From an optimization exercise on the open Yosys and OpenROAD flow, aimed at small area and a short achievable clock period; shortcuts taken in it are not production practice.
Only simulation tests tie the RTL to the original design; equivalence was not proved.
Power is estimated from default activity; no workload was simulated.

==> flow/design.v <==
`timescale 1ns / 1ps
`timescale 1ns / 1ps
`timescale 1ns / 1ps
`timescale 1ns / 1ps
`timescale 1ns / 1ps
`timescale 1ns / 1ps
`timescale 1ns / 1ps
`timescale 1ns / 1ps
`timescale 1ns / 1ps
`timescale 1ns / 1ps
module CPU_single_cycle(
    input CLK,
    input Reset,  
    output [31:0] iaddr,  
    input [31:0] idata,  
    output reg tr_rf_we,  
    output reg [4:0] tr_rf_waddr,
    output reg [31:0] tr_rf_wdata,
    output reg tr_dm_we,  
    output reg [6:0] tr_dm_addr,
    output reg [31:0] tr_dm_wdata
);
    genvar i, L;
    wire [5:0] op = idata[31:26];
    wire [4:0] rs = idata[25:21];
    wire [4:0] rt = idata[20:16];
    wire [4:0] rd = idata[15:11];
    wire [4:0] sa = idata[10:6];
    wire [15:0] imm = idata[15:0];
    wire op_add  = (op == 6'b000000);
    wire op_addi = (op == 6'b000001);
    wire op_sub  = (op == 6'b000010);
    wire op_ori  = (op == 6'b010000);
    wire op_and  = (op == 6'b010001);
    wire op_or   = (op == 6'b010010);
    wire op_sll  = (op == 6'b011000);
    wire op_slt  = (op == 6'b011100);
    wire op_sw   = (op == 6'b100110);
    wire op_lw   = (op == 6'b100111);
    wire op_beq  = (op == 6'b110000);
    wire op_bne  = (op == 6'b110001);
    wire op_bgtz = (op == 6'b110010);
    wire op_j    = (op == 6'b111000);
    wire wr_rd = op_add | op_sub | op_and | op_or | op_sll | op_slt;
    wire wr_rt = op_addi | op_ori | op_lw;
    wire pc_en = wr_rd | wr_rt | op_sw | op_beq | op_bne | op_bgtz | op_j;
    wire [4:0] wa = wr_rd ? rd : rt;
    wire rf_we = (wr_rd | wr_rt) & (wa != 5'd0);
    wire [31:0] wdata;
    wire [31:0] rfq [0:31];
    reg  [31:1] rv;
    wire [31:0] rvw = {rv, 1'b0};
    assign rfq[0] = 32'd0;
    generate
        for (i = 1; i < 32; i = i + 1) begin : R
            reg [31:0] q;
            always @(posedge CLK)
                if (rf_we && wa == i) q <= wdata;
            assign rfq[i] = q;
        end
    endgenerate
    always @(posedge CLK or negedge Reset) begin
        if (Reset == 1'b0)
            rv <= 31'd0;
        else if (rf_we)
            rv[wa] <= 1'b1;
    end
    wire [31:0] A = rvw[rs] ? rfq[rs] : 32'd0;
    wire [31:0] B = rvw[rt] ? rfq[rt] : 32'd0;
    wire use_imm = op_addi | op_lw | op_sw;
    wire do_sub = op_sub | op_slt | op_bgtz;
    wire [31:0] simm = {{16{imm[15]}}, imm};
    wire [31:0] Bop = use_imm ? simm : (do_sub ? ~B : B);
    wire [31:0] sum = A + Bop + {31'd0, do_sub};
    wire lt = (A[31] ^ B[31]) ? A[31] : sum[31];
    wire eq = (A == B);
    wire [31:0] shl = B << sa;
    wire [6:0] ea = A[6:0] + imm[6:0];
    wire [1:0] o = ea[1:0];
    wire [7:0] wb [0:3];
    assign wb[0] = B[31:24];
    assign wb[1] = B[23:16];
    assign wb[2] = B[15:8];
    assign wb[3] = B[7:0];
    wire [7:0] q [0:3];
    generate
        for (L = 0; L < 4; L = L + 1) begin : LANE
            wire [6:0] ip = imm[6:0] + (3 - L);
            wire [6:0] ra = A[6:0] + ip;
            wire [4:0] row = ra[6:2];
            wire [1:0] k = L - o;
            wire [7:0] wbyte = wb[k];
            wire [7:0] m [0:31];
            for (i = 0; i < 32; i = i + 1) begin : ROW
                reg [7:0] b;
                always @(posedge CLK)
                    if (op_sw && row == i) b <= wbyte;
                assign m[i] = b;
            end
            assign q[L] = m[row];
        end
    endgenerate
    wire [31:0] mdata = {q[o], q[o + 2'd1], q[o + 2'd2], q[o + 2'd3]};
    assign wdata = ({32{op_add | op_addi | op_sub}} & sum)
                 | ({32{op_ori}} & (A | {16'd0, imm}))
                 | ({32{op_and}} & (A & B))
                 | ({32{op_or}}  & (A | B))
                 | ({32{op_sll}} & shl)
                 | ({32{op_slt}} & {31'd0, lt})
                 | ({32{op_lw}}  & mdata);
    reg [31:2] pc;
    wire [31:2] pc4 = pc + 30'd1;
    wire [31:2] pct = pc4 + {{14{imm[15]}}, imm};
    wire take = (op_beq & eq) | (op_bne & ~eq) | (op_bgtz & ~eq & ~sum[31]);
    wire [31:2] npc = op_j ? {14'd0, imm} : (take ? pct : pc4);
    always @(posedge CLK or negedge Reset) begin
        if (Reset == 1'b0)
            pc <= 30'd0;
        else if (pc_en)
            pc <= npc;
    end
    assign iaddr = {pc, 2'b00};
    always @(posedge CLK or negedge Reset) begin
        if (Reset == 1'b0) begin
            tr_rf_we <= 1'b0;
            tr_dm_we <= 1'b0;
        end else begin
            tr_rf_we <= rf_we;
            tr_dm_we <= op_sw;
        end
    end
    always @(posedge CLK) begin
        tr_rf_waddr <= wa;
        tr_rf_wdata <= wdata;
        tr_dm_addr <= ea;
        tr_dm_wdata <= B;
    end
endmodule
==> flow/run.sh <==
#!/bin/bash
# synth_recipe.tcl (not shown) runs the flow's synth.tcl, then flattens the netlist and writes it again
# the make line also repeats each setting of config.mk as NAME=value (left out here)
make -C /OpenROAD-flow-scripts/flow DESIGN_CONFIG=/design/flow/config.mk WORK_HOME=/design/flow/orfs CLKGATE_MAP_FILE= SYNTH_SCRIPT=/design/flow/synth_recipe.tcl finish
==> flow/config.mk <==
export PLATFORM = sky130hd
export DESIGN_NAME = CPU_single_cycle
export DESIGN_NICKNAME = CPU_single_cycle
export VERILOG_FILES = /design/flow/design.v
export SDC_FILE = /design/flow/constraint.sdc
export NUM_CORES = 4
export LEC_CHECK = 0
export CAP_MARGIN = 20
export CORE_MARGIN = 2
export CORE_UTILIZATION = 40
export PLACE_DENSITY = 0.6
export SLEW_MARGIN = 20
==> flow/constraint.sdc <==
create_clock -name core_clock -period 12.0 [get_ports {CLK}]
set_input_delay 2.4000 -clock core_clock [delete_from_list [all_inputs] [get_ports {CLK}]]
set_output_delay 2.4000 -clock core_clock [all_outputs]
set_load 0.01 [all_outputs]
==> results of run 1 <==
==> power by group <==
group | switching [W] | total [W] | internal (W)
Clock | 0.00312 | 0.00714 | 0.00402
Combinational | 0.00326 | 0.00475 | 0.00149
Sequential | 0.000157 | 0.00861 | 0.00845
==> logic make-up after synthesis <==
kind of cell	share of synthesized area (%)
muxes	3.10
xor gates and xnor gates	1.27
and+or+nand+nor	9.31
adders and majority gates	2.16
other	0.00386
buffers and inverters	2.55
DFF	65.5
AOI/OAI and AO/OA	16.1
==> registers in the layout, summed over array words and instances, names as in the netlist <==
name,count
R.q,992
tr_rf_waddr,5
rv,31
LANE.ROW.b,1024
tr_dm_addr,7
tr_rf_we,1
tr_rf_wdata,32
pc,30
tr_dm_we,1
tr_dm_wdata,32
==> layer usage <==
metal	GRT usage, %	wire [µm]	vias to the layer above
met5	0	223	-
met4	22.2	35900	28
met3	11.0	63200	1970
met2	53.1	195000	7360
met1	44.8	158000	38694
li1	-	-	30143
==> how the worst max path moves through the flow <==
stage,start,to,cells after the start,slack [ns]
2_1_floorplan,idata[21],R[10].q[15],28,1.28
3_3_place_gp,idata[21],R[26].q[15],22,0.10
3_5_place_dp,idata[21],R[28].q[27],23,0.37
4_1_cts,idata[21],R[31].q[27],23,1.24
5_1_grt,idata[21],R[20].q[12],25,0.66
6_report,idata[21],R[19].q[27],23,0.86
==> worst reg2reg max path, stage by stage (launching register included) <==
cell,delay (ns)
dfrtp_1,0.40
mux4_2,0.48
mux4_2,0.51
mux2i_4,0.61
a41o_1,0.48
inv_1,0.17
ha_1,0.23
inv_1,0.08
fa_1,0.60
or4b_1,0.63
nor2_1,0.32
nor4_1,0.19
nor2_4,0.65
buf_4,0.41
o41ai_1,0.14
a2111oi_0,0.68
a31oi_1,0.42
mux2i_1,0.50
o22ai_1,0.30
or3_1,0.43
buf_12,0.18
==> Yosys cell counts, types with 14 or more instances <==
cell type / count / area (µm²)
xnor2_1: 98 / 858
a221oi_1: 193 / 1690
a21o_1: 37 / 278
inv_1: 121 / 454
buf_6: 16 / 180
nand2b_1: 28 / 175
nor2b_1: 22 / 138
o21a_1: 14 / 105
nand4_1: 123 / 769
a32oi_1: 27 / 236
a221o_1: 28 / 280
o22ai_1: 58 / 363
a222oi_1: 71 / 711
o21bai_1: 43 / 323
nand3_1: 258 / 1290
edfxtp_1: 2016 / 60500
o221ai_1: 22 / 193
clkbuf_1: 346 / 1300
a2111oi_0: 44 / 385
mux2_2: 18 / 203
mux2i_1: 207 / 2070
buf_1: 57 / 214
or4_1: 27 / 203
nor4_1: 44 / 275
dfxtp_1: 76 / 1520
a31oi_1: 57 / 357
nor2_1: 481 / 1810
ha_1: 153 / 1910
o21ai_0: 156 / 781
dfrtp_1: 63 / 1580
a22o_1: 143 / 1250
and2_1: 54 / 338
nand2_1: 405 / 1520
a22oi_1: 739 / 5550
a21oi_1: 279 / 1400
nor3_1: 156 / 781
or3_1: 27 / 169
buf_2: 40 / 200
mux4_2: 31 / 698
and3_1: 175 / 1090
xor2_1: 43 / 377
o211ai_1: 25 / 188
a211oi_1: 42 / 315
==> final cells by class <==
type                    instances  area [µm²]
fillers                     21074      127000
flip-flops and latches       2155       63600
multi-input cells            4534       32600
clock buffers                 265        5780
repair buffers                603        5410
well taps                    3185        3990
clock inverters               147        1720
inverters                     127         477
diodes                         24        60.1
==> cells in the final DEF (no fill, tap or decap), types with 31 or more instances in the layout <==
master and instances:
a2111oi_0 44, a211oi_1 39, a21o_1 37, a21oi_1 276, a221oi_1 193, a222oi_1 71
a22o_1 143, a22oi_1 739, a31oi_1 56, and2_1 38, and3_1 175, buf_4 425
clkbuf_1 34, clkbuf_16 221, clkdlybuf4s50_1 135, clkinv_1 51, clkinv_2 38, dfrtp_1 63
dfxtp_1 76, edfxtp_1 2016, ha_1 152, inv_1 120, mux2i_1 174, mux2i_4 34
mux4_2 31, nand2_1 405, nand3_1 258, nand4_1 123, nor2_1 391, nor2_4 81
nor3_1 131, nor4_1 34, o21ai_0 151, o21bai_1 43, o22ai_1 58, xnor2_1 93
xor2_1 38
==> through the flow <==
step	area, µm²	hold WS [ns]	util (%)	std cells
finish	114000	0.505	47.2	11040
floorplan	97200	0.449	-	7284
detailed placement	106000	0.486	43.9	10590
CTS	113000	0.503	47.0	11002
global placement	105000	0.476	43.8	10578
global route	114000	0.520	47.2	11018
==> impl_results.md, run 1 <==
- Max Cap Violations: 1
- Skew-Pair Late Insertion Delay: 0.97 ns
- Crit-path leading delay family: simple AND/OR/NAND/NOR gates
- Worst-path maximum fanout: 32
- Area Growth Syn to Fin: 17.0%
- Fraction of layout cells with a size suffix above 1: 14.2%
- Clock Sinks: ~2.2k
- Core Rows: 180
- Initial core utilization: slightly above 40%
- Starting DRC count in detailed routing: 15.3k
- Power, Total: a little over 0.02 W
- Die width: 497 µm
- Max Fclk: between 80 and 90 MHz
- Worst path bufs/invs: 5
- Crit Reg-Reg Endpoint: R[19].q[27]
- Resize count post-CTS: 0
- PwrDens: between 150 and 200 mW/mm²
- Crit Path Class: in -> reg
- WHS Endpoint: rv[21]
- Clock tree buffer depth: 3
- GR Overflow Total: 0
- Post-Syn Instances: ~7.3k
- Setup ws final: ~0.86 ns
- Largest net degree at the start of global routing: 64
- Max-slew violations: 3
- Avg Cell Area, Syn: roughly 13 µm²
- Fraction of registers with async set/reset: 2.92%
- Worst path cell trace: clkdlybuf4s50_1, nand2b_1, nor2_4, a22o_1, a221oi_1, and3_1, a41o_1, inv_1, ha_1, inv_1, fa_1, or4b_1, nor2_1, nor4_1, nor2_4, buf_4, o41ai_1, a2111oi_0, a31oi_1, mux2i_1, o22ai_1, or3_1, buf_12
- Post-Syn Area: a little under 0.1 mm²
- Critical Path AT: around 12 ns
- Yosys reg bits: around 2.2k
- Least-Margin Pin Slew: ~1.5 ns
- Final Hold Viols: 0
- SO Faults: capacitance limit, slew limit
- Via density per instance: a little over 7
- CP Launch Type: primary input
- RD Place Congestion: roughly 1.0
- Post-CTS Hold Fix Bufs: 0
- Setup-failing EPs final: 0
- Setup Skew: approximately 0.11 ns
- Worst vdd ir: roughly 0.13 mV
- Number of global-route vias before repair: about 74k
- Final period util: approximately 93%
- Port bufs: roughly 140
- Hold Path Class: reg -> reg
- Slowest cell on crit path: clkdlybuf4s50_1
- Reg2reg path depth: 20
- Pre-CTS WS: about 0.37 ns
- WP data required: approximately 13 ns
- Cell variety after synth: between 100 and 150
- Worst hold start: rv[21]
- Top-Level Pins: 144
- Post-CTS setup repair buffer count: 0
- Total Nets Final: about 7.8k
- Top FF cell, synth: edfxtp_1
- Hold Crit Depth: 1
- # H-tree levels: 4
- Via count: about 78k
- Number of flops mapped to enable cells by yosys: 2016
- GR Util All Layers: between 30% and 40%
- Reg2reg setup slack: approximately 3.2 ns
- CTS tree: yes
- Period minus WS final: roughly 11 ns
- Clock root buffer: clkbuf_16
- Slowest stage delay, CP: 0.98 ns
- Outcome: complete, but fails checks
- RSZ-0062 raised after global routing: no
- Die height: 497 µm
- CTS buffer count: 220
- Die ar.: between 0.2 and 0.25 mm²
- Global-route wire length before repair: 611000 µm
- Final ANT Viol Nets: 0
- Register area share after synthesis: between 60% and 70%
- WL per Instance: 41.0 µm
- Worst flop-to-flop path startpoint: rv[15]
- Relative slew margins: -2.79%
- YS warnings: 1
- # DRC: 0
- Setup TNS: 0 ns
- Clock transition at path regs: 0.06 ns
- Initial antenna violation count: 36
- Drt pass-1 iters: 10
- Leakage: approximately 39 nW
- Core area: around 0.24 mm²
- Crit end category: flop
- Drt total wl: between 400000 and 500000 µm
- HPWL reported at the end of detailed placement: around 290000 µm
==> run 2: changes to the inputs <==
--- a/flow/config.mk
+++ b/flow/config.mk
@@ -11,2 +11,4 @@
 export PLACE_DENSITY = 0.6
+export SETUP_SLACK_MARGIN = 5
 export SLEW_MARGIN = 20
+export TNS_END_PERCENT = 10
==> run 2 against run 1 <==
- the run now finishes clean
- critical path depth up 7
- combinational power up 29%
- count of clock-buffer cells in the layout up 14
- design area up 7.1%
- wire length up 3.4%
- maximum frequency up 35%
- worst hold slack worse by 0.0087 ns
- non-clock buffer count up 420
- register-to-register slack better by 1.9 ns
- critical path type unchanged
==> impl_results.md, run 2 <==
- Outcome: finished clean (was complete, but fails checks)
- Setup Skew: 0.0683 ns (was 0.111 ns)
- Clock tree buffer depth: 3 (unchanged)
- Hold Path Class: reg -> reg (unchanged)
- Core area: 0.241 mm² (unchanged)
- GR Overflow Total: 0 (unchanged)
- Power, Total: 0.0220 W (was 0.0205 W)
- Leakage: 41.9 nW (was 38.5 nW)
- Final period util: 69.0% (was 92.8%)
- Number of global-route vias before repair: 76.7k (was 73.6k)
- Most frequent cells in the layout: edfxtp_1, a22oi_1, buf_4 (unchanged)
- GR Util All Layers: 36.4% (was 35.5%)
- Fraction of registers with async set/reset: 2.92% (unchanged)
- Met2 usage: 54.2% (was 53.1%)
- Fill count: 20.3k (was 21.1k)
- Worst-path maximum fanout: 12 (was 32)
- Regs by FF count: LANE.ROW.b (1024), R.q (992) (unchanged)
- Design Area, Final: 0.122 mm² (was 0.114 mm²)
- Final ANT Viol Nets: 0 (unchanged)
- Relative slew margins: 16.1% (was -2.79%)
- Die ar.: 0.247 mm² (unchanged)
- Area Growth Syn to Fin: 25.3% (was 17.0%)
- Pre-CTS WS: 0.190 ns (was 0.373 ns)
- Reg2reg path depth: 24 (was 20)
- WP data required: 12.64 ns (was 12.60 ns)
- Worst Setup SP: idata[23] (was idata[21])
- CTS tree: yes (unchanged)
- Hold WS: 0.497 ns (was 0.505 ns)
- Clock root buffer: clkbuf_16 (unchanged)
- Initial core utilization: 40.3% (unchanged)
- Post-synth top area cell: edfxtp_1 (unchanged)
- Top-Level Pins: 144 (unchanged)
- Seq pwr share: 39.0% (was 42.0%)
- Via count: 81.0k (was 78.2k)
- Final Hold Viols: 0 (unchanged)
- Via density per instance: 7.05 (was 7.08)
- Max-slew violations: 0 (was 3)
- Skew-Pair Late Insertion Delay: 0.93 ns (was 0.97 ns)
- CP Launch Type: primary input (unchanged)
- Worst vdd ir: 0.149 mV (was 0.134 mV)
- Comb power frac: 27.7% (was 23.2%)
- Port bufs: 141 (unchanged)
- # H-tree levels: 4 (unchanged)
- Core Rows: 180 (unchanged)
- GR peak layer: met2 (unchanged)
- Clock Sinks: 2155 (unchanged)
- Internal: 0.0149 W (was 0.0140 W)
- Most numerous cell in the Yosys netlist: edfxtp_1 (unchanged)
- Max Fclk: 121 MHz (was 89.8 MHz)
- # DRC: 0 (unchanged)
- Setup TNS: 0 ns (unchanged)
- Crit end category: flop (unchanged)
- Post-synth top cells: edfxtp_1, a22oi_1, nor2_1, nand2_1, clkbuf_1 (unchanged)
- Clock transition at path regs: 0.06 ns (about the same)
- Crit Path Class: in -> reg (unchanged)
- Avg Cell Area, Syn: 13.3 µm² (unchanged)
- Psw: 0.00715 W (was 0.00654 W)
- Total Nets Final: 8267 (was 7837)
- Starting DRC count in detailed routing: 16.0k (was 15.3k)
- Crit-path leading delay family: buffers and inverters (was simple AND/OR/NAND/NOR gates)
- Post-Syn Area: 0.0972 mm² (unchanged)
- Synth top area share: 62.3% (unchanged)
- Most common cell after layout, fill and taps aside: edfxtp_1 (unchanged)
- Met3 Usage GRT: 12.8% (was 11.0%)
- Setup-failing EPs final: 0 (unchanged)
- RD Place Congestion: 1.05 (about the same)
- Switching fraction of total power: 32.5% (was 31.9%)
- HPWL reported at the end of detailed placement: 286000 µm (was 290000 µm)
- DP Area: 0.106 mm² (about the same)
- Flip-flop count of the largest register after layout: 1024 (unchanged)
- Die width: 497 µm (unchanged)
- PwrDens: 181 mW/mm² (was 180 mW/mm²)
- Number of flops mapped to enable cells by yosys: 2016 (unchanged)
- Global-route wire length before repair: 631000 µm (was 611000 µm)
- Worst path bufs/invs: 12 (was 5)
- Fraction of layout cells with a size suffix above 1: 23.6% (was 14.2%)
- Post-Syn Instances: 7283 (unchanged)
- Drt total wl: 468000 µm (was 453000 µm)
- Slowest cell on crit path: or3_4 (was clkdlybuf4s50_1)
- Clock share of power: 33.3% (was 34.8%)
- Worst setup endpoint: R[11].q[27] (was R[19].q[27])
- Slowest stage delay, CP: 0.52 ns (was 0.98 ns)
- Crit Reg-Reg Endpoint: R[11].q[27] (was R[19].q[27])
- CTS buffer count: 224 (was 220)
- RSZ-0062 raised after global routing: yes (was no)
- Critical Path AT: 8.92 ns (was 11.74 ns)
- Worst flop-to-flop path startpoint: rv[31] (was rv[15])
- CP most frequent cell: buf_12
- Setup ws final: 3.72 ns (was 0.858 ns)
- YS warnings: 1 (unchanged)
- Largest Register: LANE.ROW.b (unchanged)
- Largest net degree at the start of global routing: 64 (unchanged)
- Die height: 497 µm (unchanged)
- Period minus WS final: 8.28 ns (was 11.14 ns)
- Max Cap Violations: 0 (was 1)
- Top FF cell, synth: edfxtp_1 (unchanged)
- Synth area leaders: edfxtp_1, a22oi_1, mux2i_1, ha_1, nor2_1 (unchanged)
- Register area share after synthesis: 65.5% (unchanged)
- Drt pass-1 iters: 13 (was 10)
- Post-CTS Hold Fix Bufs: 0 (unchanged)
- Initial antenna violation count: 25 (was 36)
- Cell variety after synth: 101 (unchanged)
- WL per Instance: 40.8 µm (was 41.0 µm)
- Yosys reg bits: 2155 (unchanged)
- Met1 Track Usage GR: 45.1% (was 44.8%)
- Least-Margin Pin Slew: 1.25 ns (was 1.53 ns)
- Reg2reg setup slack: 5.11 ns (was 3.23 ns)
- CP Depth: 30 (was 23)
==> run 2: cell count changes in the layout (fill, tap and decap cells not counted), moves of 20 or more <==
| cell | previous run | this run |
|---|---|---|
| mux2i_1 | 174 | 152 |
| buf_6 | 2 | 74 |
| a21oi_1 | 276 | 244 |
| buf_12 | 18 | 88 |
| o21ai_0 | 151 | 127 |
| nor2_2 | 12 | 36 |
| a22oi_2 | 0 | 20 |
| buf_4 | 425 | 673 |
| nor2_1 | 391 | 355 |
| clkinv_1 | 51 | 30 |
| a2111oi_0 | 44 | 19 |
| nand2_1 | 405 | 384 |
| a22oi_1 | 739 | 719 |
==> run 2: how the worst min path moves through the flow <==
stage / startpoint / end / cells after the start / slack (ns)
after CTS: rv[4] / rv[4] / 1 / 0.50
after floorplan: rv[1] / rv[1] / 1 / 0.45
final: rv[9] / rv[9] / 1 / 0.50
after global placement: rv[13] / rv[13] / 1 / 0.47
after detailed placement: rv[28] / rv[28] / 1 / 0.48
after global routing: rv[24] / rv[24] / 1 / 0.52
==> run 2: per-stage QoR <==
step	std cells	util, %
2_1_floorplan	7284	-
3_3_place_gp	10588	43.9
3_5_place_dp	10596	44.0
4_1_cts	11369	49.6
5_1_grt	11461	50.5
6_report	11486	50.5
==> run 2: kinds of logic after synthesis <==
| logic type | synth area share [%] |
|---|---|
| other cells | 0.00386 |
| mux | 3.10 |
| flops | 65.5 |
| buf+inv | 2.55 |
| xor+xnor | 1.27 |
| simple gates | 9.31 |
| fa+ha+maj | 2.16 |
| compound gates | 16.1 |
==> run 2: layout make-up <==
type	instances	area, µm²	area share (%)
Clock buffer	279	5980	4.91
Timing Repair Buffer	1023	10300	8.46
Tap cell	3185	3990	3.27
Antenna cell	29	72.6	0.0596
Multi-Input combinational cell	4540	35600	29.3
Clock inverter	148	1670	1.37
Inverter	127	495	0.407
Sequential cell	2155	63600	52.3
==> run 2: power by group through the flow <==
stage	registers, W	clock network, W	logic [W]
after CTS	0.00859	0.00732	0.00553
final	0.00859	0.00733	0.00611
after detailed placement	0.00875	0	0.00463
after global routing	0.00860	0.00760	0.00627
after floorplan	0.00873	0	0.00253
after global placement	0.00875	0	0.00459
==> run 2: worst register-to-register path, stage by stage, from the launching register on <==
cell      delay [ns]
dfrtp_1         0.41
mux4_2          0.48
mux4_2          0.52
mux2i_4         0.18
buf_12          0.17
a41o_4          0.20
inv_4           0.07
ha_4            0.16
inv_2           0.05
fa_2            0.48
buf_6           0.15
or4b_4          0.58
or2_4           0.28
buf_6           0.12
nand4_1         0.19
a21oi_4         0.15
buf_4           0.19
a311oi_2        0.36
nand4_1         0.22
o32a_4          0.46
mux2i_4         0.24
o22ai_2         0.13
or3_4           0.52
buf_12          0.21
buf_16          0.13
==> run 2: repair_timing <==
action	in CTS	in global routing
resized for setup	542	256
pin swaps	149	75
buffers inserted	320	70
endpoints found under the setup margin	3135	1817
gates cloned	26	8
==> run 2: metal layers <==
metal	part of all wire (%)	wire length [µm]
met5	0.097	454
met4	8.4	39500
met3	14	67400
met2	43	199000
met1	35	162000

## what the ideal ports hide
No port has a modelled driver above. Below, the same layouts with a new extraction and two added sets of constraints. Step 1: set_driving_cell puts a clkbuf_16 on CLK and a buf_2 on each other input, an assumption about the parent block. Step 2 also shifts input and output timing later by t, the mid clock arrival at the registers, as if the neighbouring blocks saw the same clock. Three values: ideal ports, drivers, drivers and shift; two values: the first two.
| run | t, ns | setup slack, ns | latest minus earliest clock arrival (ns) | worst slew at a driven data input, ns | pins driven straight from the clock port |
|---|---|---|---|---|---|
| run 1 | 1.004 | 0.858 / 0.926 / -0.078 | 0.114 / 0.115 | 0.18 | 1 |
| run 2 | 0.986 | 3.724 / 3.729 / 2.744 | 0.069 / 0.069 | 0.22 | 1 |
For run 2, which loses most, drivers alone change the setup slack by +0.005 ns; drivers and shift together by -0.980 ns.
